Context: an optimization exercise on an open-source flow, tuned for a short achievable clock period and few clock cycles. The choices shown serve that exercise and are no tape-out recipe. Where RTL was checked, it was by simulation tests only, not by an equivalence proof against the original. For runs 4 to 6, only the layout was checked, not whether the RTL still works. No activity file was given, so power comes from the tool's default toggle rates.

==> flow/design.v (outline; a module is shown in full before it is edited, if it fits) <==
// module mul_stage1: 844 lines
// module mul_stage2: 104 lines
// module MIPSProcessor: 201 lines
module MIPSProcessor (
    input    wire               clk, rst,
    output   wire    [31:0]     imem_addr,
    input    wire    [31:0]     imem_rdata,
    output   wire    [31:0]     dmem_addr,
    output   wire    [31:0]     dmem_wdata,
    output   wire               dmem_we,
    input    wire    [31:0]     dmem_rdata
);
  // ...
==> flow/flow/run.sh <==
#!/bin/bash
# The standard layout, with timing repair aiming past the 12 ns clock:
# repair_timing treats any path with less than SETUP_SLACK_MARGIN of slack
# as failing, so it keeps sizing and buffering the longest paths.
set -euo pipefail
bash standard.sh SETUP_SLACK_MARGIN=8.3 finish > standard_flow.log 2>&1
==> flow/standard.sh <==
#!/bin/bash
# synth_recipe.tcl (not shown) runs the flow's synth.tcl, then flattens the netlist and writes it again
# the make line also repeats each setting of config.mk as NAME=value (left out here)
make -C /OpenROAD-flow-scripts/flow DESIGN_CONFIG=/design/flow/config.mk WORK_HOME=/design/flow/orfs CLKGATE_MAP_FILE= SYNTH_SCRIPT=/design/flow/synth_recipe.tcl "${@:-finish}"
==> flow/config.mk <==
export PLATFORM = sky130hd
export DESIGN_NAME = MIPSProcessor
export DESIGN_NICKNAME = MIPSProcessor
export VERILOG_FILES = /design/flow/design.v
export SDC_FILE = /design/flow/constraint.sdc
export NUM_CORES = 8
export LEC_CHECK = 0
export ABC_CLOCK_PERIOD_IN_PS = 3000
export CAP_MARGIN = 20
export CELL_PAD_IN_SITES_DETAIL_PLACEMENT = 0
export CELL_PAD_IN_SITES_GLOBAL_PLACEMENT = 0
export CORE_MARGIN = 2
export CORE_UTILIZATION = 60
export CTS_BUF_LIST = sky130_fd_sc_hd__clkbuf_16
export CTS_CLUSTER_DIAMETER = 120
export CTS_CLUSTER_SIZE = 20
export SETUP_SLACK_MARGIN = 5
export SLEW_MARGIN = 20
==> flow/constraint.sdc <==
create_clock -name core_clock -period 12.0 [get_ports {clk}]
set_input_delay 2.4000 -clock core_clock [delete_from_list [all_inputs] [get_ports {clk}]]
set_output_delay 2.4000 -clock core_clock [all_outputs]
set_load 0.01 [all_outputs]
==> impl_metrics.json, run 1 <==
{
  "status": "finished clean",
  "via_per_inst": 7.13,
  "wire_per_inst_um": 34.9,
  "grt_util_met1": 0.535,
  "cp.depth": 14,
  "syn-num-nets": 7175,
  "yosysTopAreaCellShare": 0.367,
  "clkPwrFrac": 0.293,
  "yosys.area.top_type": "edfxtp_1",
  "n_fill_cell": 10297,
  "antenna_left": 0,
  "hold_slack_ns": 0.344,
  "dominant_cells": "multi-input gates",
  "clk_share": 0.0258,
  "synth-adder-area-share": 0.0685,
  "hold_path_end": "tgtE[1]",
  "yosysWarningCount": 1,
  "finalHoldViolCount": 0,
  "tightest_slew_ns": 1.10,
  "comb-power_uw": 1520,
  "r2r_cells": 14,
  "grt.met3_usage": 0.0793,
  "synth_seq_cells": 1617,
  "layout.area.seq_sq_mm": 0.0437,
  "fin_crit_sh": 0.336,
  "worstPathArrival_ns": 4.71,
  "cts_tree": "built",
  "largest_registers": "rf x1024, mulRowsM x100",
  "core_sq_mm": 0.148,
  "die_w_um": 389,
  "ys.flop_type": "edfxtp_1",
  "path_buf_inv": 2,
  "largest_reg_flops": 1024,
  "critPathLaunch": "mulRowsM[72]",
  "wl_met1_um": 113000,
  "avgSynthCellArea_sq_um": 13.2,
  "grtUsageMet2": 0.629
}
Testbench counts, summed over its fixed seeds: cycles 37,178.
==> run 2, diff against run 1 <==
--- a/flow/config.mk
+++ b/flow/config.mk
@@ -10,7 +10,7 @@
 export CELL_PAD_IN_SITES_DETAIL_PLACEMENT = 0
 export CELL_PAD_IN_SITES_GLOBAL_PLACEMENT = 0
 export CORE_MARGIN = 2
-export CORE_UTILIZATION = 60
+export CORE_UTILIZATION = 55
 export CTS_BUF_LIST = sky130_fd_sc_hd__clkbuf_16
 export CTS_CLUSTER_DIAMETER = 120
 export CTS_CLUSTER_SIZE = 20
==> run 2 against run 1 <==
- first-iteration DRC count is 4.0% lower
- still clean on timing, DRC and antenna
- critical path depth is 1 lower
- fmax up 4.3%
- highest routed layer unchanged
- core utilization fell by 5.4 points
- flip-flop and latch count unchanged
- setup slack better by 0.17 ns
==> impl_metrics.json, run 2 <==
{
  "syn_inst": 6748,
  "hpwlAfterDp_um": 197000,
  "status": "finished clean",
  "final_common_cell": "edfxtp_1",
  "crit_top_cell": "fa_2",
  "period_minus_slack_ns": 3.87,
  "track_usage": 0.374,
  "largest_registers": "rf x1024, mulRowsM x100",
  "drtIter0Drc": 8547,
  "async_flop_share": 0.0272,
  "yosysWarningCount": 1,
  "tns_ns": 0,
  "vias": 62924,
  "slew_headroom": 0.253,
  "crit_slowest_cell": "fa_2",
  "worstSetupPathType": "reg -> reg",
  "swShare": 0.273,
  "timing.fmax_mhz": 259,
  "critPathRequiredTime_ns": 12.70,
  "grt_util_met1": 0.506,
  "htreeDepth": 3,
  "largest_reg_flops": 1024,
  "die-area_sq_mm": 0.165,
  "place_area_sq_mm": 0.0935,
  "syn2layout_area_growth_pct": 14.6,
  "grt_pass1_wl_um": 439000,
  "irDropWorstVdd_uv": 136,
  "yosysMostFrequentCell": "edfxtp_1",
  "top_usage_layer": "met2",
  "critPathCapture": "opBE[29]",
  "numCtsBuffers": 91,
  "die_w_um": 407,
  "clock_latency_ns": 0.77,
  "wire_per_inst_um": 34.6,
  "yosys.area.top_type": "edfxtp_1",
  "clock_sinks": 1617,
  "power_density_mw_per_mm2": 111,
  "fin_nets": 7377,
  "rsz0062_at_grt": "true",
  "largest-register": "rf",
  "fin_crit_sh": 0.322,
  "ctsHoldBuffers": 0,
  "path_max_fanout": 4,
  "total_leakage_power_uw": 0.0375,
  "hold_class": "reg -> reg",
  "synth_seq_cells": 1617,
  "reg2reg_slack_ns": 8.13,
  "grt_max_degree": 85,
  "max_stage_delay_ns": 0.59,
  "tightest_slew_ns": 1.12,
  "dr.pass1.iters": 8,
  "p_comb_frac": 0.141,
  "final_area_sq_mm": 0.102,
  "ys.flop_type": "edfxtp_1",
  "die_height_um": 407,
  "setup_viol": 0,
  "via_per_inst": 6.86,
  "synth_edf_count": 1088,
  "startpoint_type": "register",
  "finalHoldViolCount": 0,
  "skew_ns": 0.0471,
  "clk_pin_slew_ns": 0.10,
  "timing.rr.end": "opBE[29]",
  "routed_wl_um": 318000,
  "critPathCaptureType": "register",
  "grt_pass1_vias": 60438,
  "path_cells": "inv_2 > fa_2 > fa_1 > fa_2 > fa_2 > nor2_4 > nand2_4 > buf_4 > o31ai_4 > xor2_2 > a21oi_4 > mux2_4 > o21ai_2",
  "drv_cap": 0,
  "core_sq_mm": 0.161,
  "power.switching_uw": 3090,
  "layout_common_cells": "edfxtp_1 (1088), mux4_2 (629), dfxtp_1 (392), nor2_1 (380), inv_1 (365)",
  "syn-num-nets": 7175,
  "grt.met3_usage": 0.0678,
  "ys_types": 85,
  "avgSynthCellArea_sq_um": 13.2,
  "r2r_cells": 13,
  "critPathLaunch": "mulRowsM[70]",
  "port-buffer-count": 162,
  "cts_buffer_depth": 3,
  "drc": 0,
  "grtUsageMet2": 0.585,
  "clockRootBuffer": "clkbuf_16",
  "yosys-top-cells-count": "edfxtp_1 (1088), mux4_2 (629), dfxtp_1 (485), nor2_1 (436), a21oi_1 (337)",
  "antenna_found_initial": 12,
  "gp_congestion": 0.980,
  "grt.overflow.total": 0,
  "netlist_area_sq_mm": 0.0891,
  "yosys-top-cells-area": "edfxtp_1 (37%), mux4_2 (16%), dfxtp_1 (11%), fa_1 (4.7%), mux2i_1 (3.4%)",
  "yosysTopAreaCellShare": 0.367,
  "rows": 147,
  "clkPwrFrac": 0.296,
  "cts_tree": "built",
  "n_fill_cell": 12295,
  "pin_count": 163,
  "r2r-start": "mulRowsM[70]",
  "worstPathArrival_ns": 4.56,
  "drv_slew": 0,
  "start_util": 0.554,
  "yosysSeqAreaShare": 0.488,
  "intPower_uw": 8240,
  "antenna_left": 0,
  "layout-drive-gt1-share": 0.282,
  "p_seq_frac": 0.563
}
==> run 2: area by class of cell <==
type / instances / area, sq um / area share
inverters: 331 / 1270 / 0.0125
clock inverters: 65 / 378 / 0.00370
diodes: 3 / 7.51 / 0.0000735
clock buffers: 92 / 2300 / 0.0225
repair buffers: 622 / 6230 / 0.0610
well taps: 2160 / 2700 / 0.0265
flip-flops and latches: 1617 / 43700 / 0.428
multi-input cells: 4287 / 45500 / 0.446
==> run 2: logic make-up after synthesis <==
logic type | share of synthesized area
fa+ha+maj | 0.0685
mux | 0.207
compound gates | 0.0931
simple gates | 0.0578
buf+inv | 0.0385
flops | 0.488
xor+xnor | 0.0476
==> run 2: worst max-delay path, delay by kind of cell, from the launching register on <==
family,cells,cell delay (ns)
xor+xnor,1,0.21
simple gates,2,0.28
compound gates,3,0.51
buf+inv,2,0.19
fa+ha+maj,4,1.95
flops,1,0.33
mux,1,0.37
==> run 2: power by group through the flow <==
| stage | combinational, uW | sequential (uW) | clock, uW |
|---|---|---|---|
| after floorplan | 885 | 6390 | 0 |
| final | 1600 | 6380 | 3350 |
| after global routing | 1680 | 6390 | 3560 |
| after CTS | 1490 | 6370 | 3390 |
| after detailed placement | 1380 | 6510 | 0 |
| after global placement | 1370 | 6510 | 0 |
==> run 2: per-stage QoR <==
| step | util | total power [uW] | cells | setup WS [ns] | hold WS (ns) |
|---|---|---|---|---|---|
| 2_1_floorplan | - | 7280 | 6748 | 7.67 | 0.323 |
| 3_3_place_gp | 0.581 | 7880 | 8721 | 6.88 | 0.324 |
| 3_5_place_dp | 0.581 | 7890 | 8722 | 6.87 | 0.340 |
| 4_1_cts | 0.620 | 11200 | 9043 | 8.15 | 0.341 |
| 5_1_grt | 0.635 | 11600 | 9176 | 8.03 | 0.347 |
| 6_report | 0.635 | 11300 | 9177 | 8.13 | 0.343 |
==> run 2: worst min path at each step <==
| stage | from | endpoint | cells past startpoint |
|---|---|---|---|
| global route | pc4D[0] | tgtE[0] | 0 |
| floorplan | pc4D[0] | tgtE[0] | 0 |
| CTS | pc4D[0] | tgtE[0] | 0 |
| global placement | pc4D[0] | tgtE[0] | 0 |
| detailed placement | pc4D[0] | tgtE[0] | 0 |
| finish | pc4D[0] | tgtE[0] | 0 |
==> run 2: layer usage <==
layer	part of all wire	routed length, um	vias to the layer above
li1	-	-	25908
met1	0.37	119000	32160
met2	0.46	145000	3955
met3	0.10	32200	899
met4	0.066	20900	2
met5	0.000028	9	-
==> run 2: repair_timing <==
| action | CTS | global route |
|---|---|---|
| pin swaps | 83 | 108 |
| setup endpoints to repair | 520 | 226 |
| setup buffers | 143 | 111 |
| gates cloned | 21 | 19 |
| resized for setup | 969 | 295 |
==> run 3, diff against run 2 <==
==> flow/flow/run.sh (replaced) <==
#!/bin/bash
# The standard layout, with timing repair aiming past the 12 ns clock:
# repair_timing treats any path with less than SETUP_SLACK_MARGIN of slack
# as failing, so it keeps sizing and buffering the longest paths.
set -euo pipefail
bash standard.sh SETUP_SLACK_MARGIN=8.6 finish > standard_flow.log 2>&1
--- a/flow/config.mk
+++ b/flow/config.mk
@@ -10,9 +10,9 @@
 export CELL_PAD_IN_SITES_DETAIL_PLACEMENT = 0
 export CELL_PAD_IN_SITES_GLOBAL_PLACEMENT = 0
 export CORE_MARGIN = 2
-export CORE_UTILIZATION = 55
+export CORE_UTILIZATION = 50
 export CTS_BUF_LIST = sky130_fd_sc_hd__clkbuf_16
-export CTS_CLUSTER_DIAMETER = 120
-export CTS_CLUSTER_SIZE = 20
+export CTS_CLUSTER_DIAMETER = 100
+export CTS_CLUSTER_SIZE = 25
 export SETUP_SLACK_MARGIN = 5
 export SLEW_MARGIN = 20
==> run 3 against run 2 <==
- largest cell class unchanged
- flip-flop and latch count unchanged
- still clean on timing, DRC and antenna
- highest routed layer unchanged
- core utilization down 1.6 points
- die area up 9.9%
- clock skew down 0.0072 ns
- area after synthesis unchanged
- synthesized cell count unchanged
- cell count up 4.2%
- hold slack better by 0.012 ns
- clock power down 6.9%
- total power down 0.63%
- sequential share of layout area down 2.8 points
- global-route usage down 2.2 points
==> impl_metrics.json, run 3 <==
{
  "status": "finished clean",
  "numCtsBuffers": 78,
  "synth_edf_count": 1088,
  "finalHoldViolCount": 0,
  "yosys.area.top_type": "edfxtp_1",
  "yosysWarningCount": 1,
  "syn-num-nets": 7175,
  "clk_pin_slew_ns": 0.11,
  "dr.pass1.iters": 12,
  "drtIter0Drc": 8975,
  "largest_reg_flops": 1024,
  "ctsHoldBuffers": 0,
  "total_leakage_power_uw": 0.0395,
  "drv_cap": 0,
  "cts_buffer_depth": 3,
  "synth.area.mux_share": 0.207,
  "clock_sinks": 1617,
  "htreeDepth": 3,
  "cts_tree": "built",
  "layout-drive-gt1-share": 0.378,
  "layout_common_cells": "edfxtp_1 (1088), mux4_2 (629), buf_4 (370), nor2_1 (360), dfxtp_1 (348)",
  "routed_wl_um": 334000,
  "hpwlAfterDp_um": 189000,
  "grt.overflow.total": 0,
  "skew_ns": 0.0399,
  "ys_types": 85,
  "grt_pass1_vias": 63072,
  "ys.flop_type": "edfxtp_1",
  "power_density_mw_per_mm2": 103,
  "wire_per_inst_um": 34.9,
  "antenna_left": 0,
  "worstSetupPathType": "reg -> reg",
  "fin_crit_sh": 0.342,
  "syn_inst": 6748,
  "core_sq_mm": 0.177,
  "fin_ws_ns": 7.90,
  "critPathRequiredTime_ns": 12.69,
  "dp_slack_ns": 6.76,
  "critPathCaptureType": "register",
  "synth-adder-area-share": 0.0685,
  "final_common_cell": "edfxtp_1",
  "synth_top_family_by_area": "multiplexers",
  "netlist_area_sq_mm": 0.0891,
  "tns_ns": 0,
  "clockRootBuffer": "clkbuf_16",
  "die_height_um": 426,
  "yosysSeqAreaShare": 0.488,
  "track_usage": 0.352,
  "synth-xor-area-share": 0.0476,
  "irDropWorstVdd_uv": 125,
  "avgSynthCellArea_sq_um": 13.2,
  "grt_pass1_wl_um": 459000,
  "hold_slack_ns": 0.355,
  "antenna_found_initial": 19,
  "die_w_um": 426,
  "path_max_fanout": 3,
  "port-buffer-count": 162,
  "clock_latency_ns": 0.77,
  "startpoint_type": "register",
  "largest-register": "rf",
  "yosys-top-cells-count": "edfxtp_1 (1088), mux4_2 (629), dfxtp_1 (485), nor2_1 (436), a21oi_1 (337)",
  "yosysMostFrequentCell": "edfxtp_1",
  "rows": 154,
  "syn2layout_area_growth_pct": 22.8,
  "grt_max_degree": 83,
  "via_per_inst": 6.82,
  "async_flop_share": 0.0272,
  "synth-compound-area-share": 0.0931,
  "gp_congestion": 0.932,
  "die-area_sq_mm": 0.182,
  "synth_seq_cells": 1617,
  "hold_class": "reg -> reg",
  "start_util": 0.504,
  "tightest_slew_ns": 1.18,
  "drc": 0,
  "timing.fmax_mhz": 244,
  "largest_registers": "rf x1024, mulRowsM x100",
  "worstPathArrival_ns": 4.79,
  "period_minus_slack_ns": 4.10,
  "setup_viol": 0,
  "n_fill_cell": 13020,
  "yosys-top-cells-area": "edfxtp_1 (37%), mux4_2 (16%), dfxtp_1 (11%), fa_1 (4.7%), mux2i_1 (3.4%)",
  "drv_slew": 0,
  "slew_headroom": 0.214,
  "rsz0062_at_grt": "true",
  "fin_nets": 7609,
  "yosysTopAreaCellShare": 0.367,
  "vias": 65194,
  "synth-simple-area-share": 0.0578,
  "pin_count": 163
}
==> run 3: cell counts after synthesis <==
Identical to the previous run, type by type.
==> run 3: per-stage QoR <==
stage          total power (uW)  instance area, sq um  instances  utilization
4_1_cts                   11100                106000       9427        0.600
2_1_floorplan              7290                 90000       6748            -
5_1_grt                   11600                109000       9563        0.620
3_5_place_dp               7860                 93700       8882        0.530
3_3_place_gp               7850                 93700       8882        0.530
6_report                  11300                109000       9565        0.620
==> run 3: final cells by class <==
| class | count | area, sq um | area share |
|---|---|---|---|
| clock inverter | 37 | 279 | 0.00255 |
| clock buffer | 79 | 1980 | 0.0181 |
| timing repair buffer | 860 | 10400 | 0.0950 |
| timing repair inverter | 2 | 21.3 | 0.000194 |
| sequential | 1617 | 43800 | 0.400 |
| antenna | 7 | 17.5 | 0.000160 |
| inverter | 331 | 1320 | 0.0120 |
| tap | 2340 | 2930 | 0.0267 |
| multi-input combinational | 4292 | 48800 | 0.445 |
==> run 3: kinds of logic after synthesis <==
| group | count (synthesis) |
|---|---|
| AOI/OAI and AO/OA | 1257 |
| xor gates and xnor gates | 484 |
| adders and majority gates | 361 |
| buffers and inverters | 854 |
| DFF | 1617 |
| muxes | 1040 |
| and+or+nand+nor | 1135 |
==> run 3: metal layers <==
metal | track usage | up-vias | share of wire
li1 | - | 26410 | -
met4 | 0.175 | 10 | 0.065
met3 | 0.0860 | 1175 | 0.11
met2 | 0.557 | 4203 | 0.46
met5 | 0 | - | 0.00020
met1 | 0.455 | 33396 | 0.37
==> run 3: path summary, 6_finish.rpt <==
kind,start,slack [ns],to,cells after the start
setup reg to reg,mulRowsM[70],7.90,opBE[31],16
hold reg to reg,pc4D[0],0.36,tgtE[0],0
setup / recovery,mulRowsM[70],7.90,opBE[31],16
min in group asynchronous,rst,1.72,vD,2
hold / removal,pc4D[0],0.36,tgtE[0],0
max in group asynchronous,rst,9.71,rfv[4],2
==> run 3: timing repair <==
item / CTS / global route
pin swaps: 264 / 246
setup buffers: 369 / 115
resized for setup: 1766 / 472
endpoints found under the hold margin: 0 / 0
endpoints found under the setup margin: 587 / 488
gates cloned: 60 / 16
==> run 3: critical path, cell delays in order, from the launching register on <==
cell	delay (ns)
dfxtp_2	0.33
inv_2	0.04
fa_1	0.56
fa_1	0.45
fa_2	0.38
fa_2	0.58
nor2_4	0.19
nand2_4	0.11
buf_6	0.14
nor2_2	0.12
nand2_1	0.09
o21a_1	0.21
nand2_1	0.07
o211ai_1	0.10
buf_4	0.21
mux2_4	0.33
o21ai_1	0.12
==> run 3: power by group <==
part / leakage (uW) / internal, uW / switching, uW
clock: 0.00117 / 1230 / 1890
sequential: 0.0148 / 6140 / 296
combinational: 0.0235 / 796 / 916
total: 0.0395 / 8160 / 3100
==> module MIPSProcessor, before the edit <==
module MIPSProcessor (
    input    wire               clk, rst,
    output   wire    [31:0]     imem_addr,
    input    wire    [31:0]     imem_rdata,
    output   wire    [31:0]     dmem_addr,
    output   wire    [31:0]     dmem_wdata,
    output   wire               dmem_we,
    input    wire    [31:0]     dmem_rdata
);
localparam MULW = 100;
localparam OP_R    = 6'b000000,
           OP_ADDI = 6'b001000,
           OP_LW   = 6'b100011,
           OP_SW   = 6'b101011,
           OP_BEQ  = 6'b000100,
           OP_J    = 6'b000010;
reg  [31:0] pcF;
reg         vD;
reg  [31:0] irD;
reg  [31:0] pc4D;
reg         wenE, ldE, eldE, mulE, swE, brE;
reg  [4:0]  dstE;
reg  [1:0]  aluE;                
reg  [31:0] opAE, opBE, sdE, tgtE;
reg         fAME, fBME, fSME, fSXE;
reg  [31:0] mAE, mBE;
reg         mfAME, mfBME;
reg         wenM, ldM, mulM, weM;
reg  [4:0]  dstM;
reg  [31:0] resM, sdM, addrM;
reg         wenW;
reg  [4:0]  dstW;
reg  [31:0] resW;
reg  [31:0] rf [0:31];
reg  [31:0] rfv;
wire        stallD, redirE;
wire [31:0] instF = imem_rdata;
wire        jF    = (instF[31:26] == OP_J);
wire [31:0] pc4F  = pcF + 32'd4;
wire [8:0]  btLo  = {1'b0, pc4F[9:2]} + {1'b0, instF[7:0]};
wire        bsF   = (instF[31:26] == OP_BEQ) & (instF[25:21] == instF[20:16]) &
                    (instF[15:8] == 8'd0) & ~btLo[8];
wire [31:0] btF   = {pc4F[31:10], btLo[7:0], pc4F[1:0]};
assign imem_addr = pcF;
wire [31:0] resMnext;
wire [5:0]  opD  = irD[31:26];
wire [5:0]  fnD  = irD[5:0];
wire [4:0]  rsD  = irD[25:21];
wire [4:0]  rtD  = irD[20:16];
wire [4:0]  rdD  = irD[15:11];
wire [31:0] immD = {{16{irD[15]}}, irD[15:0]};
wire isR   = (opD == OP_R);
wire isAdi = (opD == OP_ADDI);
wire isLw  = (opD == OP_LW);
wire isSw  = (opD == OP_SW);
wire isBeq = (opD == OP_BEQ);
wire [4:0] dstD  = isR ? rdD : rtD;
wire       wenD  = vD & (isR | isAdi | isLw) & (dstD != 5'd0);
wire       useRs = vD & (isR | isAdi | isLw | isSw | isBeq) & (rsD != 5'd0);
wire       useRt = vD & (isR | isSw | isBeq) & (rtD != 5'd0);
wire       useImm = isAdi | isLw | isSw;
wire       mulD  = isR & (fnD == 6'b011100);
wire [1:0] aluD  = (isR & (fnD == 6'b100010)) ? 2'd1 :
                   (isR & (fnD == 6'b101010)) ? 2'd2 : 2'd0;
wire [31:0] tgtD = pc4D + {immD[29:0], 2'b00};
wire memE = ldE | swE;
wire eldD = isLw & (rsD == 5'd0) & ~memE;
wire esD  = vD & isSw & (rsD == 5'd0) & ~memE &
            ~(useRt & ((wenE & (rtD == dstE)) | (wenM & (rtD == dstM))));
wire esGo = esD & ~redirE;
wire hazE   = wenE & (ldE | mulE);
wire rsHit  = useRs & (rsD == dstE);
wire rtHit  = useRt & (rtD == dstE);
assign stallD = hazE & (rsHit | (rtHit & ~isSw));
wire aME = useRs & wenE & (rsD == dstE);
wire aWE = useRs & wenM & (rsD == dstM) & ~aME;
wire bME = useRt & wenE & (rtD == dstE);
wire bWE = useRt & wenM & (rtD == dstM) & ~bME;
wire [31:0] rfA = (wenW & (dstW == rsD)) ? resW : (rf[rsD] & {32{rfv[rsD]}});
wire [31:0] rfB = (wenW & (dstW == rtD)) ? resW : (rf[rtD] & {32{rfv[rtD]}});
wire [31:0] opA = aWE ? resMnext : rfA;
wire [31:0] opB = bWE ? resMnext : rfB;
wire [31:0] A  = fAME ? resM : opAE;
wire [31:0] B  = fBME ? resM : opBE;
wire [31:0] SD = fSME ? resM : sdE;
wire [31:0] MA = mfAME ? resM : mAE;
wire [31:0] MB = mfBME ? resM : mBE;
wire [31:0] sumE  = A + B;
wire [32:0] difE  = {1'b0, A} - {1'b0, B};
wire [31:0] aluOut = eldE          ? dmem_rdata :
                     (aluE == 2'd1) ? difE[31:0] :
                     (aluE == 2'd2) ? {31'd0, difE[32]} : sumE;
assign redirE = brE & (A == SD);
wire [MULW-1:0] mulRowsE;
mul_stage1 U_mul1 (.a(MA), .b(MB), .rows(mulRowsE));
reg  [MULW-1:0] mulRowsM;
wire [31:0] mulP;
mul_stage2 U_mul2 (.rows(mulRowsM), .p(mulP));
assign dmem_addr  = addrM;
assign dmem_wdata = sdM;
assign dmem_we    = weM;
assign resMnext = mulM ? mulP : ldM ? dmem_rdata : resM;
always @(posedge clk) begin
    if (!rst) begin
        pcF <= 32'd0;
    end else if (redirE) begin
        pcF <= tgtE;
    end else if (!stallD) begin
        pcF <= jF  ? {4'b0000, instF[25:0], 2'b00} :
               bsF ? btF : pc4F;
    end
end
always @(posedge clk or negedge rst) begin
    if (!rst) begin
        vD <= 1'b0;
    end else if (redirE) begin
        vD <= 1'b0;
    end else if (!stallD) begin
        vD <= ~(jF | bsF);
    end
end
always @(posedge clk) begin
    if (!stallD) begin
        irD  <= instF;
        pc4D <= pc4F;
    end
end
wire killE = stallD | redirE | ~vD;
always @(posedge clk or negedge rst) begin
    if (!rst) begin
        wenE <= 1'b0; ldE <= 1'b0; eldE <= 1'b0; mulE <= 1'b0;
        swE <= 1'b0; brE <= 1'b0;
    end else if (killE) begin
        wenE <= 1'b0; ldE <= 1'b0; eldE <= 1'b0; mulE <= 1'b0;
        swE <= 1'b0; brE <= 1'b0;
    end else begin
        wenE <= wenD;
        ldE  <= isLw & ~eldD;
        eldE <= eldD;
        mulE <= mulD & wenD;
        swE  <= isSw & ~esD;
        brE  <= isBeq;
    end
end
always @(posedge clk) begin
    dstE <= dstD;
    aluE <= aluD;
    opAE <= opA;
    opBE <= useImm ? immD : opB;
    sdE  <= opB;
    tgtE <= tgtD;
    fAME <= aME;
    fBME <= bME & ~useImm;
    fSME <= bME;
    fSXE <= hazE & rtHit & isSw;
end
always @(posedge clk) begin
    mAE   <= opA & {32{mulD}};
    mBE   <= opB & {32{mulD}};
    mfAME <= aME & mulD;
    mfBME <= bME & mulD;
end
always @(posedge clk or negedge rst) begin
    if (!rst) begin
        wenM <= 1'b0; ldM <= 1'b0; mulM <= 1'b0; weM <= 1'b0;
    end else begin
        wenM <= wenE;
        ldM  <= ldE;
        mulM <= mulE;
        weM  <= swE | esGo;
    end
end
always @(posedge clk) begin
    dstM     <= dstE;
    resM     <= aluOut;
    sdM      <= esD ? rfB : fSXE ? resMnext : SD;
    addrM    <= ((vD & eldD) | esD) ? immD : sumE;
    mulRowsM <= mulRowsE;
end
always @(posedge clk or negedge rst) begin
    if (!rst) begin
        wenW <= 1'b0;
    end else begin
        wenW <= wenM;
    end
end
always @(posedge clk) begin
    dstW <= dstM;
    resW <= resMnext;
end
always @(posedge clk) begin
    if (wenW) rf[dstW] <= resW;
end
always @(posedge clk or negedge rst) begin
    if (!rst) begin
        rfv <= 32'd0;
    end else if (wenW) begin
        rfv[dstW] <= 1'b1;
    end
end
endmodule
==> run 4, diff against run 3 <==
--- a/flow/design.v
+++ b/flow/design.v
@@ -1012,7 +1012,8 @@
                    (isR & (fnD == 6'b101010)) ? 2'd2 : 2'd0;
 wire [31:0] tgtD = pc4D + {immD[29:0], 2'b00};
 wire memE = ldE | swE;
-wire eldD = isLw & (rsD == 5'd0) & ~memE;
+wire rsRF = ~(useRs & ((wenE & (rsD == dstE)) | (wenM & (rsD == dstM))));
+wire eldD = isLw & rsRF & ~memE;
 wire esD  = vD & isSw & (rsD == 5'd0) & ~memE &
             ~(useRt & ((wenE & (rtD == dstE)) | (wenM & (rtD == dstM))));
 wire esGo = esD & ~redirE;
@@ -1026,6 +1027,7 @@
 wire bWE = useRt & wenM & (rtD == dstM) & ~bME;
 wire [31:0] rfA = (wenW & (dstW == rsD)) ? resW : (rf[rsD] & {32{rfv[rsD]}});
 wire [31:0] rfB = (wenW & (dstW == rtD)) ? resW : (rf[rtD] & {32{rfv[rtD]}});
+wire [31:0] eaD = rfA + immD;
 wire [31:0] opA = aWE ? resMnext : rfA;
 wire [31:0] opB = bWE ? resMnext : rfB;
 wire [31:0] A  = fAME ? resM : opAE;
@@ -1122,7 +1124,7 @@
     dstM     <= dstE;
     resM     <= aluOut;
     sdM      <= esD ? rfB : fSXE ? resMnext : SD;
-    addrM    <= ((vD & eldD) | esD) ? immD : sumE;
+    addrM    <= (vD & eldD) ? eaD : esD ? immD : sumE;
     mulRowsM <= mulRowsE;
 end
 always @(posedge clk or negedge rst) begin
==> flow/flow/run.sh (replaced) <==
#!/bin/bash
# The standard layout, with timing repair aiming past the 12 ns clock:
# repair_timing treats any path with less than SETUP_SLACK_MARGIN of slack
# as failing, so it keeps sizing and buffering the longest paths.
set -euo pipefail
bash standard.sh SETUP_SLACK_MARGIN=8.3 finish > standard_flow.log 2>&1
==> run 4 against run 3 <==
- still clean
- wire length down 1.3%
- flip-flop and latch count did not move
- area after synthesis up 0.29%
- clock power up 3%
- fmax shrank 16%
- register-to-register slack worse by 0.77 ns
- final area fell by 1.5%
- setup slack got worse by 0.77 ns
- cell count decreased by 0.29%
- synthesized cell count fell by 0.43%
- non-clock buffer count is 67 lower
- via count down 2.5%
- largest cell class unchanged
==> impl_metrics.json, run 4 <==
{
  "status": "finished clean",
  "syn2layout_area_growth_pct": 20.7,
  "critPathRequiredTime_ns": 12.70,
  "dr.pass1.iters": 8,
  "yosys-top-cells-area": "edfxtp_1 (37%), mux4_2 (17%), dfxtp_1 (11%), fa_1 (4.7%), xnor2_1 (3.3%)",
  "p_seq_frac": 0.562,
  "largest-register": "rf",
  "hold_depth": 0,
  "yosysWarningCount": 1,
  "grt_pass1_vias": 61666,
  "p_comb_frac": 0.157,
  "clock_sinks": 1617,
  "hpwlAfterDp_um": 195000,
  "r2r_cells": 19,
  "n_fill_cell": 13565,
  "path_max_fanout": 6,
  "layout_common_cells": "edfxtp_1 (1088), mux4_2 (656), dfxtp_1 (372), nor2_1 (364), buf_4 (339)",
  "cts_buffer_depth": 3,
  "antenna_left": 0,
  "port-buffer-count": 162,
  "finalHoldViolCount": 0,
  "drtIter0Drc": 8773,
  "clkPwrFrac": 0.280,
  "drv_slew": 0,
  "die_w_um": 427,
  "period_minus_slack_ns": 4.87,
  "largest_reg_flops": 1024,
  "clockRootBuffer": "clkbuf_16",
  "tightest_slew_ns": 1.33,
  "synth_edf_count": 1088,
  "die_height_um": 427,
  "antenna_found_initial": 13,
  "layout-drive-gt1-share": 0.351,
  "power.switching_uw": 3160,
  "worstPathArrival_ns": 5.57,
  "path_cells": "buf_12 > buf_4 > buf_16 > mux4_2 > mux4_2 > mux2i_4 > o21ai_4 > ha_4 > a211oi_4 > o211ai_1 > a221oi_4 > o211ai_1 > buf_4 > o21ba_4 > o21a_4 > a31oi_1 > a2bb2oi_1 > o311ai_2 > nor3_2",
  "drv_cap": 0,
  "rows": 155,
  "htreeDepth": 3,
  "vias": 63580,
  "hold_class": "reg -> reg",
  "grt_max_degree": 74,
  "final_common_cell": "edfxtp_1",
  "numCtsBuffers": 80,
  "irDropWorstVdd_uv": 135,
  "slew_headroom": 0.111,
  "gp_congestion": 0.973,
  "syn-num-nets": 7178,
  "rsz0062_at_grt": "true",
  "ys_types": 93,
  "core_sq_mm": 0.178,
  "setup_viol": 0,
  "wire_per_inst_um": 34.6,
  "cp_top_family": "compound AO/OA/AOI/OAI gates",
  "ctsHoldBuffers": 0,
  "ys.flop_type": "edfxtp_1",
  "intPower_uw": 8240,
  "timing.fmax_mhz": 205,
  "cp.depth": 19,
  "yosysMostFrequentCell": "edfxtp_1",
  "max_stage_delay_ns": 0.54,
  "die-area_sq_mm": 0.182,
  "worstSetupPathType": "reg -> reg",
  "clk_pin_slew_ns": 0.10,
  "final_area_sq_mm": 0.108,
  "multi_input_area_sq_mm": 0.0481,
  "netlist_area_sq_mm": 0.0894,
  "yosysTopAreaCellShare": 0.366,
  "cts_tree": "built",
  "place_area_sq_mm": 0.0941,
  "swShare": 0.277,
  "yosys.area.top_type": "edfxtp_1",
  "via_per_inst": 6.67,
  "routed_wl_um": 330000,
  "synth_seq_cells": 1617,
  "power_density_mw_per_mm2": 106,
  "startpoint_type": "register",
  "async_flop_share": 0.0272,
  "clock_latency_ns": 0.79,
  "critPathCaptureType": "register",
  "skew_ns": 0.0711,
  "pin_count": 163,
  "track_usage": 0.351,
  "path_buf_inv": 4,
  "grt_pass1_wl_um": 454000,
  "fin_nets": 7584,
  "drc": 0,
  "start_util": 0.502,
  "layout.area.seq_sq_mm": 0.0438,
  "tns_ns": 0,
  "total_leakage_power_uw": 0.0394,
  "avgSynthCellArea_sq_um": 13.3,
  "yosys-top-cells-count": "edfxtp_1 (1088), mux4_2 (656), dfxtp_1 (485), nor2_1 (435), nand2_1 (356)",
  "crit_slowest_cell": "mux4_2",
  "yosysSeqAreaShare": 0.486,
  "grt.overflow.total": 0,
  "largest_registers": "rf x1024, mulRowsM x100",
  "syn_inst": 6719,
  "fin_crit_sh": 0.406
}
[run 4: repair_timing]
| item | 4_1_cts | 5_1_grt |
|---|---|---|
| resized for setup | 1362 | 545 |
| gates cloned | 52 | 16 |
| setup endpoints to repair | 509 | 349 |
| pin swaps | 182 | 222 |
| setup buffers | 252 | 160 |
[run 4: worst register-to-register path, cell delays in order (launching register included)]
cell,delay [ns]
dfxtp_4,0.39
buf_12,0.14
buf_4,0.19
buf_16,0.16
mux4_2,0.51
mux4_2,0.54
mux2i_4,0.30
o21ai_4,0.13
ha_4,0.24
a211oi_4,0.26
o211ai_1,0.18
a221oi_4,0.39
o211ai_1,0.15
buf_4,0.17
o21ba_4,0.20
o21a_4,0.22
a31oi_1,0.18
a2bb2oi_1,0.21
o311ai_2,0.13
nor3_2,0.11
[run 4: logic make-up (layout without fill, tap and decap cells)]
logic type,count (synthesis),after routing,synth area share
buffers and inverters,807,1250,0.0363
flip-flops,1617,1617,0.486
XOR/XNOR,516,517,0.0506
AO/OA/AOI/OAI,1193,1194,0.0856
multiplexers,1021,1022,0.209
other,0,10,0
adder cells (fa/ha/maj),393,393,0.0728
AND/OR/NAND/NOR,1172,1179,0.0596
[run 4: final timing paths]
| path | startpoint | end | slack [ns] |
|---|---|---|---|
| worst max-delay path | register | addrM[31] | 7.13 |
| worst min-delay path | pc4D[1] | tgtE[1] | 0.35 |
| worst max register to register | register | addrM[31] | 7.13 |
| worst min register to register | pc4D[1] | tgtE[1] | 0.35 |
| max in group asynchronous | rst | eldE | 9.54 |
| min in group asynchronous | rst | rfv[6] | 1.42 |
[run 4: final cells by class]
| type | count | share of cell area |
|---|---|---|
| clock buffers | 80 | 0.0186 |
| flip-flops and latches | 1617 | 0.406 |
| clock inverters | 49 | 0.00385 |
| well taps | 2355 | 0.0273 |
| inverters | 328 | 0.0115 |
| repair buffers | 793 | 0.0865 |
| multi-input cells | 4305 | 0.446 |
| diodes | 10 | 0.000232 |
[run 4: power groups by stage]
stage | sequential [uW] | clock, uW | combinational (uW)
3_3_place_gp | 6530 | 0 | 1410
4_1_cts | 6400 | 3230 | 1640
2_1_floorplan | 6400 | 0 | 940
3_5_place_dp | 6530 | 0 | 1420
6_report | 6410 | 3200 | 1800
5_1_grt | 6420 | 3410 | 1890
[run 4: layer usage]
metal  wire length, um  GRT usage  vias up
met5                26          0        -
met4             19600      0.155        4
met1            126000      0.474    32770
met3             32500     0.0699      912
met2            152000      0.554     3716
li1                  -          -    26178
[run 4: per-stage QoR]
step                      hold slack, ns  std cells  power, uW  utilization  worst slack [ns]
final                              0.352       9537      11400        0.606              7.13
after floorplan                    0.323       6719       7340            -              7.60
after detailed placement           0.330       8918       7950        0.528              5.38
after CTS                          0.354       9351      11300        0.583              7.18
after global placement             0.326       8918       7940        0.528              5.38
after global routing               0.367       9533      11700        0.606              7.04
==> run 5, diff against run 4 <==
--- a/flow/design.v
+++ b/flow/design.v
@@ -1012,8 +1012,7 @@
                    (isR & (fnD == 6'b101010)) ? 2'd2 : 2'd0;
 wire [31:0] tgtD = pc4D + {immD[29:0], 2'b00};
 wire memE = ldE | swE;
-wire rsRF = ~(useRs & ((wenE & (rsD == dstE)) | (wenM & (rsD == dstM))));
-wire eldD = isLw & rsRF & ~memE;
+wire eldD = isLw & (rsD == 5'd0) & ~memE;
 wire esD  = vD & isSw & (rsD == 5'd0) & ~memE &
             ~(useRt & ((wenE & (rtD == dstE)) | (wenM & (rtD == dstM))));
 wire esGo = esD & ~redirE;
@@ -1027,7 +1026,6 @@
 wire bWE = useRt & wenM & (rtD == dstM) & ~bME;
 wire [31:0] rfA = (wenW & (dstW == rsD)) ? resW : (rf[rsD] & {32{rfv[rsD]}});
 wire [31:0] rfB = (wenW & (dstW == rtD)) ? resW : (rf[rtD] & {32{rfv[rtD]}});
-wire [31:0] eaD = rfA + immD;
 wire [31:0] opA = aWE ? resMnext : rfA;
 wire [31:0] opB = bWE ? resMnext : rfB;
 wire [31:0] A  = fAME ? resM : opAE;
@@ -1050,14 +1048,14 @@
 assign dmem_wdata = sdM;
 assign dmem_we    = weM;
 assign resMnext = mulM ? mulP : ldM ? dmem_rdata : resM;
+wire [31:0] pcSlow = redirE ? tgtE : stallD ? pcF : pc4F;
+wire        useF   = (jF | bsF) & ~redirE & ~stallD;
+wire [31:0] tgtF   = jF ? {4'b0000, instF[25:0], 2'b00} : btF;
 always @(posedge clk) begin
     if (!rst) begin
         pcF <= 32'd0;
-    end else if (redirE) begin
-        pcF <= tgtE;
-    end else if (!stallD) begin
-        pcF <= jF  ? {4'b0000, instF[25:0], 2'b00} :
-               bsF ? btF : pc4F;
+    end else begin
+        pcF <= useF ? tgtF : pcSlow;
     end
 end
 always @(posedge clk or negedge rst) begin
@@ -1124,7 +1122,7 @@
     dstM     <= dstE;
     resM     <= aluOut;
     sdM      <= esD ? rfB : fSXE ? resMnext : SD;
-    addrM    <= (vD & eldD) ? eaD : esD ? immD : sumE;
+    addrM    <= ((vD & eldD) | esD) ? immD : sumE;
     mulRowsM <= mulRowsE;
 end
 always @(posedge clk or negedge rst) begin
--- a/flow/config.mk
+++ b/flow/config.mk
@@ -7,8 +7,8 @@
 export LEC_CHECK = 0
 export ABC_CLOCK_PERIOD_IN_PS = 3000
 export CAP_MARGIN = 20
-export CELL_PAD_IN_SITES_DETAIL_PLACEMENT = 0
-export CELL_PAD_IN_SITES_GLOBAL_PLACEMENT = 0
+export CELL_PAD_IN_SITES_DETAIL_PLACEMENT = 1
+export CELL_PAD_IN_SITES_GLOBAL_PLACEMENT = 1
 export CORE_MARGIN = 2
 export CORE_UTILIZATION = 50
 export CTS_BUF_LIST = sky130_fd_sc_hd__clkbuf_16
==> run 5 against run 4 <==
- the layout now fails its checks (capacitance limit, slew limit)
- wire length grew 6.0%
- total power shrank 0.34%
- register-to-register slack improved by 0.70 ns
- first-iteration DRC count is 13% lower
- fmax is 8.4% higher
- final area fell by 3.0%
- critical path type is now in -> reg
- largest power group unchanged
==> impl_metrics.json, run 5 <==
{
  "hold_slack_ns": 0.355,
  "grt_pass1_wl_um": 474000,
  "status": "complete, but fails checks",
  "layout_common_cells": "edfxtp_1 (1088), mux4_2 (631), nor2_1 (423), buf_4 (389), dfxtp_1 (387)",
  "hpwlAfterDp_um": 214000,
  "period_minus_slack_ns": 4.49,
  "track_usage": 0.369,
  "yosysWarningCount": 1,
  "htreeDepth": 3,
  "die_height_um": 424,
  "fin_crit_sh": 0.375,
  "drc": 0,
  "slew_headroom": -0.0598,
  "clk_pin_slew_ns": 0.10,
  "synth.area.mux_share": 0.203,
  "power.switching_uw": 3180,
  "grt_pass1_vias": 63375,
  "dp_slack_ns": 6.45,
  "clock_sinks": 1617,
  "synth_top_family_by_area": "multiplexers",
  "cts_tree": "built",
  "syn_inst": 6645,
  "port-buffer-count": 162,
  "grt.overflow.total": 0,
  "p_comb_frac": 0.156,
  "clock_latency_ns": 0.77,
  "ys.flop_type": "edfxtp_1",
  "synth-compound-area-share": 0.0849,
  "irDropWorstVdd_uv": 172,
  "drv_slew": 2,
  "antenna_found_initial": 14,
  "core_sq_mm": 0.176,
  "intPower_uw": 8190,
  "p_seq_frac": 0.562,
  "layout-drive-gt1-share": 0.322,
  "synth_seq_cells": 1617,
  "grt_max_degree": 62,
  "gp_congestion": 0.922,
  "async_flop_share": 0.0272,
  "drtIter0Drc": 7627,
  "worstPathArrival_ns": 5.15,
  "fin_nets": 7441,
  "start_util": 0.502,
  "routed_wl_um": 349000,
  "numCtsBuffers": 79,
  "yosys.area.top_type": "edfxtp_1",
  "dr.pass1.iters": 8,
  "total_leakage_power_uw": 0.0384,
  "setup_viol": 0,
  "pin_count": 163,
  "drv_cap": 1,
  "finalHoldViolCount": 0,
  "final_common_cell": "edfxtp_1",
  "power_density_mw_per_mm2": 109,
  "yosysMostFrequentCell": "edfxtp_1",
  "syn-num-nets": 7072,
  "largest-register": "rf",
  "critPathRequiredTime_ns": 12.65,
  "largest_reg_flops": 1024,
  "tns_ns": 0,
  "swShare": 0.279,
  "wire_per_inst_um": 37.1,
  "yosysSeqAreaShare": 0.493,
  "clkPwrFrac": 0.283,
  "yosys-top-cells-area": "edfxtp_1 (37%), mux4_2 (16%), dfxtp_1 (11%), fa_1 (4.8%), xnor2_1 (3.3%)",
  "vias": 63702,
  "startpoint_type": "primary input",
  "ys_types": 97,
  "largest_registers": "rf x1024, mulRowsM x100",
  "tightest_slew_ns": 1.58,
  "die_w_um": 424,
  "rsz0062_at_grt": "true",
  "hold_class": "reg -> reg",
  "yosysTopAreaCellShare": 0.370,
  "synth-simple-area-share": 0.0621,
  "skew_ns": 0.0389,
  "synth_edf_count": 1088,
  "syn2layout_area_growth_pct": 18.6,
  "path_max_fanout": 3,
  "rows": 154,
  "timing.fmax_mhz": 223,
  "cts_buffer_depth": 3,
  "check.faults": "capacitance limit, slew limit",
  "via_per_inst": 6.77,
  "fin_ws_ns": 7.51,
  "yosys-top-cells-count": "edfxtp_1 (1088), mux4_2 (631), nor2_1 (493), dfxtp_1 (485), nand2_1 (370)",
  "die-area_sq_mm": 0.180,
  "synth-adder-area-share": 0.0692,
  "ctsHoldBuffers": 0,
  "avgSynthCellArea_sq_um": 13.3,
  "critPathCaptureType": "register",
  "worstSetupPathType": "in -> reg",
  "synth-xor-area-share": 0.0498,
  "clockRootBuffer": "clkbuf_16",
  "netlist_area_sq_mm": 0.0882,
  "antenna_left": 0
}
==> run 5: changes by cell type in the layout (fill, tap and decap cells not counted), sizes merged, moves of 21 or more <==
| cell | previous run | this run |
|---|---|---|
| a21o | 79 | 58 |
| a221oi | 55 | 87 |
| and2 | 14 | 45 |
| buf | 704 | 674 |
| ha | 181 | 150 |
| mux2 | 114 | 82 |
| mux2i | 249 | 279 |
| mux4 | 659 | 631 |
| nor2 | 436 | 496 |
| nor2b | 76 | 47 |
| o21ai | 309 | 221 |
| or3 | 34 | 13 |
==> run 5: power by group through the flow <==
stage | Combinational (uW) | Sequential, uW | Clock [uW]
after global placement | 1460 | 6500 | 0
after global routing | 1850 | 6390 | 3430
after detailed placement | 1470 | 6500 | 0
final | 1770 | 6380 | 3210
after CTS | 1640 | 6370 | 3260
after floorplan | 903 | 6410 | 0
==> run 5: final cells by class <==
type	count	area, sq um
Multi-Input combinational cell	4222	45800
Sequential cell	1617	43700
Clock buffer	81	2030
Inverter	323	1230
Clock inverter	49	360
Antenna cell	3	7.51
Fill cell	16563	71100
Timing Repair Buffer	771	8500
Tap cell	2340	2930
==> run 5: worst paths after layout <==
path	from	to	slack, ns	cells past startpoint
setup / recovery	dmem_rdata[29]	opBE[29]	7.51	7
hold / removal	pc4D[1]	tgtE[1]	0.36	0
setup reg to reg	mulRowsM[72]	opBE[30]	7.83	16
hold reg to reg	pc4D[1]	tgtE[1]	0.36	0
max in group asynchronous	rst	rfv[13]	9.45	2
min in group asynchronous	rst	weM	1.56	1
==> run 5: repair_timing <==
action / 4_1_cts / 5_1_grt
resized for setup: 1094 / 496
cloned: 38 / 22
endpoints found under the hold margin: 0 / 0
setup buffers: 189 / 169
endpoints found under the setup margin: 516 / 273
pin swaps: 120 / 200
==> run 5: layer usage <==
| metal | wire, um | global-route usage |
|---|---|---|
| met3 | 31100 | 0.0584 |
| met5 | 39 | 0 |
| met4 | 24300 | 0.190 |
| met1 | 132000 | 0.489 |
| met2 | 162000 | 0.592 |
==> run 5: kinds of logic (layout without fill, tap and decap cells) <==
kind of cell,Yosys count,count (layout)
DFF,1617,1617
buffers and inverters,816,1224
muxes,991,992
adders and majority gates,361,361
other,0,3
AOI/OAI and AO/OA,1139,1139
and+or+nand+nor,1219,1228
xor gates and xnor gates,502,502
==> run 5: critical path, cell delays in order <==
cell and delay, ns:
clkdlybuf4s50_1 0.53, a211oi_1 1.32, a21oi_1 0.23, buf_4 0.28, buf_6 0.13, o21ai_4 0.15, o21ai_1 0.10
==> run 5: stage by stage <==
step                power [uW]  cell area (sq um)  instances  utilization
floorplan                 7310              88400       6645            -
global placement          7950              93000       8853        0.529
detailed placement        7970              93000       8854        0.529
CTS                      11300             100000       9211        0.572
global route             11700             105000       9403        0.595
finish                   11400             105000       9406        0.595
==> run 6, diff against run 5 <==
--- a/flow/design.v
+++ b/flow/design.v
@@ -981,7 +981,7 @@
 reg  [31:0] resW;
 reg  [31:0] rf [0:31];
 reg  [31:0] rfv;
-wire        stallD, redirE;
+wire        stallD, redirD, redirE;
 wire [31:0] instF = imem_rdata;
 wire        jF    = (instF[31:26] == OP_J);
 wire [31:0] pc4F  = pcF + 32'd4;
@@ -1024,8 +1024,12 @@
 wire aWE = useRs & wenM & (rsD == dstM) & ~aME;
 wire bME = useRt & wenE & (rtD == dstE);
 wire bWE = useRt & wenM & (rtD == dstM) & ~bME;
+wire rfOnlyD = ~((useRs & ((wenE & (rsD == dstE)) | (wenM & (rsD == dstM)))) |
+                 (useRt & ((wenE & (rtD == dstE)) | (wenM & (rtD == dstM)))));
 wire [31:0] rfA = (wenW & (dstW == rsD)) ? resW : (rf[rsD] & {32{rfv[rsD]}});
 wire [31:0] rfB = (wenW & (dstW == rtD)) ? resW : (rf[rtD] & {32{rfv[rtD]}});
+wire brD    = vD & isBeq & rfOnlyD;
+assign redirD = brD & (rfA == rfB) & ~redirE;
 wire [31:0] opA = aWE ? resMnext : rfA;
 wire [31:0] opB = bWE ? resMnext : rfB;
 wire [31:0] A  = fAME ? resM : opAE;
@@ -1048,20 +1052,22 @@
 assign dmem_wdata = sdM;
 assign dmem_we    = weM;
 assign resMnext = mulM ? mulP : ldM ? dmem_rdata : resM;
-wire [31:0] pcSlow = redirE ? tgtE : stallD ? pcF : pc4F;
-wire        useF   = (jF | bsF) & ~redirE & ~stallD;
-wire [31:0] tgtF   = jF ? {4'b0000, instF[25:0], 2'b00} : btF;
 always @(posedge clk) begin
     if (!rst) begin
         pcF <= 32'd0;
-    end else begin
-        pcF <= useF ? tgtF : pcSlow;
+    end else if (redirE) begin
+        pcF <= tgtE;
+    end else if (redirD) begin
+        pcF <= tgtD;
+    end else if (!stallD) begin
+        pcF <= jF  ? {4'b0000, instF[25:0], 2'b00} :
+               bsF ? btF : pc4F;
     end
 end
 always @(posedge clk or negedge rst) begin
     if (!rst) begin
         vD <= 1'b0;
-    end else if (redirE) begin
+    end else if (redirE | redirD) begin
         vD <= 1'b0;
     end else if (!stallD) begin
         vD <= ~(jF | bsF);
@@ -1087,7 +1093,7 @@
         eldE <= eldD;
         mulE <= mulD & wenD;
         swE  <= isSw & ~esD;
-        brE  <= isBeq;
+        brE  <= isBeq & ~rfOnlyD;
     end
 end
 always @(posedge clk) begin
--- a/flow/config.mk
+++ b/flow/config.mk
@@ -7,8 +7,8 @@
 export LEC_CHECK = 0
 export ABC_CLOCK_PERIOD_IN_PS = 3000
 export CAP_MARGIN = 20
-export CELL_PAD_IN_SITES_DETAIL_PLACEMENT = 1
-export CELL_PAD_IN_SITES_GLOBAL_PLACEMENT = 1
+export CELL_PAD_IN_SITES_DETAIL_PLACEMENT = 0
+export CELL_PAD_IN_SITES_GLOBAL_PLACEMENT = 0
 export CORE_MARGIN = 2
 export CORE_UTILIZATION = 50
 export CTS_BUF_LIST = sky130_fd_sc_hd__clkbuf_16
==> run 6 against run 5 <==
- the run now finishes clean
- fmax shrank 1.7%
- core utilization grew 0.52 points
- cell count grew 0.12%
- hold slack gained 0.027 ns
- largest power group unchanged
==> impl_metrics.json, run 6 <==
{
  "status": "finished clean",
  "grt_pass1_wl_um": 464000,
  "skew_ns": 0.0429,
  "irDropWorstVdd_uv": 106,
  "drv_slew": 0,
  "antenna_found_initial": 10,
  "finalHoldViolCount": 0,
  "power_density_mw_per_mm2": 107,
  "r2r_cells": 17,
  "worstPathArrival_ns": 5.24,
  "hpwlAfterDp_um": 197000,
  "pin_count": 163,
  "die-area_sq_mm": 0.180,
  "ys.flop_type": "edfxtp_1",
  "yosysTopAreaCellShare": 0.371,
  "synth_edf_count": 1088,
  "yosysMostFrequentCell": "edfxtp_1",
  "clk_pin_slew_ns": 0.11,
  "dr.pass1.iters": 5,
  "largest-register": "rf",
  "dp_cells": 8798,
  "rows": 154,
  "via_per_inst": 6.82,
  "grt_pass1_vias": 61198,
  "yosys-top-cells-count": "edfxtp_1 (1088), mux4_2 (620), dfxtp_1 (485), nor2_1 (412), nand2_1 (366)",
  "track_usage": 0.364,
  "largest_reg_flops": 1024,
  "yosysWarningCount": 1,
  "synth_seq_cells": 1617,
  "clock_sinks": 1617,
  "reg2reg_slack_ns": 7.43,
  "drtIter0Drc": 9608,
  "cts_tree": "built",
  "ctsHoldBuffers": 0,
  "final_cells": 9417,
  "syn-num-nets": 7045,
  "worstSetupPathType": "reg -> reg",
  "avgSynthCellArea_sq_um": 13.3,
  "ys_types": 88,
  "period_minus_slack_ns": 4.57,
  "rsz0062_at_grt": "true",
  "async_flop_share": 0.0272,
  "wire_per_inst_um": 35.8,
  "yosys.area.top_type": "edfxtp_1",
  "die_w_um": 424,
  "clockRootBuffer": "clkbuf_16",
  "port-buffer-count": 162,
  "grt.overflow.total": 0,
  "layout-drive-gt1-share": 0.337,
  "numCtsBuffers": 78,
  "yosysSeqAreaShare": 0.493,
  "fin_nets": 7444,
  "tns_ns": 0,
  "layout_common_cells": "edfxtp_1 (1088), mux4_2 (620), dfxtp_1 (390), buf_4 (363), nand2_1 (352)",
  "antenna_left": 0,
  "final_common_cell": "edfxtp_1",
  "die_height_um": 424,
  "yosys-top-cells-area": "edfxtp_1 (37%), mux4_2 (16%), dfxtp_1 (11%), fa_1 (4.8%), mux2i_1 (3.6%)",
  "drc": 0,
  "slew_headroom": 0.227,
  "critPathCaptureType": "register",
  "path_max_fanout": 16,
  "hold_depth": 0,
  "syn2layout_area_growth_pct": 19.7,
  "timing.fmax_mhz": 219,
  "vias": 64211,
  "routed_wl_um": 337000,
  "clock_latency_ns": 0.76,
  "total_leakage_power_uw": 0.0388,
  "syn_inst": 6618,
  "critPathRequiredTime_ns": 12.67,
  "gp_congestion": 0.947,
  "hold_class": "reg -> reg",
  "setup_viol": 0,
  "drv_cap": 0,
  "largest_registers": "rf x1024, mulRowsM x100",
  "startpoint_type": "register",
  "cts_buffer_depth": 3,
  "grt_max_degree": 81,
  "netlist_area_sq_mm": 0.0882,
  "start_util": 0.502,
  "tightest_slew_ns": 1.16,
  "core_sq_mm": 0.176,
  "fin_crit_sh": 0.381,
  "htreeDepth": 3
}
==> run 6: changes by cell type after synthesis, sizes merged, moves of 22 or more <==
cell | previous run | this run
nor2 | 496 | 412
o21ai | 221 | 299
a211oi | 77 | 35
mux2 | 82 | 123
mux2i | 278 | 315
and2 | 45 | 9
buf | 186 | 155
o221ai | 57 | 85
a221oi | 87 | 63
nor2b | 47 | 69
==> run 6: worst max-delay path, stage by stage, from the launching register on <==
cell	delay [ns]
edfxtp_1	0.42
buf_12	0.16
buf_6	0.11
mux4_2	0.35
mux2i_1	0.07
mux4_2	0.51
buf_4	0.18
or2_4	0.37
o31ai_4	0.31
xnor2_1	0.20
nand4_1	0.21
nor4_4	0.57
nand4_4	0.17
buf_12	0.19
buf_12	0.14
buf_12	0.14
a31o_4	0.23
a21oi_2	0.11
==> run 6: worst paths after layout <==
path,start,to
min reg2reg,pc4D[1],tgtE[1]
max reg2reg,irD[16],pcF[9]
max in group asynchronous,rst,mulM
max,irD[16],pcF[9]
min in group asynchronous,rst,vD
min,pc4D[1],tgtE[1]
==> run 6: per-layer routing <==
| layer | routed length, um | track usage | part of all wire | vias up |
|---|---|---|---|---|
| met5 | 161 | 0.00403 | 0.00048 | - |
| li1 | - | - | - | 25741 |
| met2 | 154000 | 0.571 | 0.46 | 4397 |
| met4 | 23100 | 0.180 | 0.068 | 12 |
| met3 | 36700 | 0.0780 | 0.11 | 1060 |
| met1 | 124000 | 0.482 | 0.37 | 33001 |
==> run 6: area by class of cell <==
class                   instances  area [sq um]
diodes                          4          10.0
clock buffers                  80          2000
clock inverters                56           310
fillers                     13599         70200
inverters                     320          1240
multi-input cells            4206         46300
flip-flops and latches       1617         43700
well taps                    2340          2930
repair buffers                794          9080
==> run 6: report_power, final <==
| part | switching, uW | internal [uW] | leakage (uW) |
|---|---|---|---|
| registers | 259 | 6150 | 0.0148 |
| logic | 966 | 798 | 0.0228 |
| clock network | 1880 | 1240 | 0.00128 |
| total | 3100 | 8190 | 0.0388 |
==> run 6: repair_timing <==
action,CTS,global route
cloned,50,13
gates resized for setup,1137,523
buffers inserted,274,141
pin swaps,167,234
endpoints found under the setup margin,529,326
==> run 6: stage by stage <==
step	hold slack (ns)	util	total power (uW)	instance area, sq um	setup slack [ns]
floorplan	0.348	-	7290	88500	7.02
global placement	0.349	0.528	7880	92800	5.54
detailed placement	0.362	0.528	7890	92900	5.47
CTS	0.387	0.579	11200	102000	7.55
global route	0.396	0.601	11600	106000	7.41
finish	0.382	0.601	11300	106000	7.43
==> run 6: logic make-up (layout without fill, tap and decap cells) <==
family,after synthesis,count (layout),share of synthesized area
other,0,4,0
muxes,1058,1061,0.210
AOI/OAI and AO/OA,1147,1147,0.0834
xor gates and xnor gates,517,517,0.0514
and+or+nand+nor,1115,1120,0.0567
DFF,1617,1617,0.493
adders and majority gates,361,361,0.0692
buffers and inverters,803,1250,0.0363

[afterwards: timing with drivers on the ports]
The flow's constraints put no driver on any port. The routed layouts listed below were extracted and timed again, unchanged, in two steps. Step 1, drivers: a clkbuf_16 drives clk and a buf_2 each remaining input, both assumed. Step 2, shift: input delay + t, output delay - t, t = (earliest + latest rising clock arrival at the registers) / 2. This alone moves slack from input paths to output paths. a / b / c = ideal / step 1 / step 2; a / b = the first two.
run | t (ns) | setup WS [ns] | worst data-port slew with drivers (ns)
run 1 | 0.835 | 7.967 / 7.967 / 7.349 | 0.08
run 2 | 0.843 | 8.133 / 8.133 / 7.391 | 0.09
run 3 | 0.832 | 7.901 / 7.901 / 7.343 | 0.14
run 4 | 0.841 | 7.130 / 7.130 / 7.130 | 0.15
run 5 | 0.845 | 7.506 / 7.564 / 6.720 | 0.06
run 6 | 0.826 | 7.430 / 7.430 / 6.814 | 0.08
For run 5, which loses most, drivers alone change the setup slack by +0.058 ns; drivers and shift together by -0.786 ns.
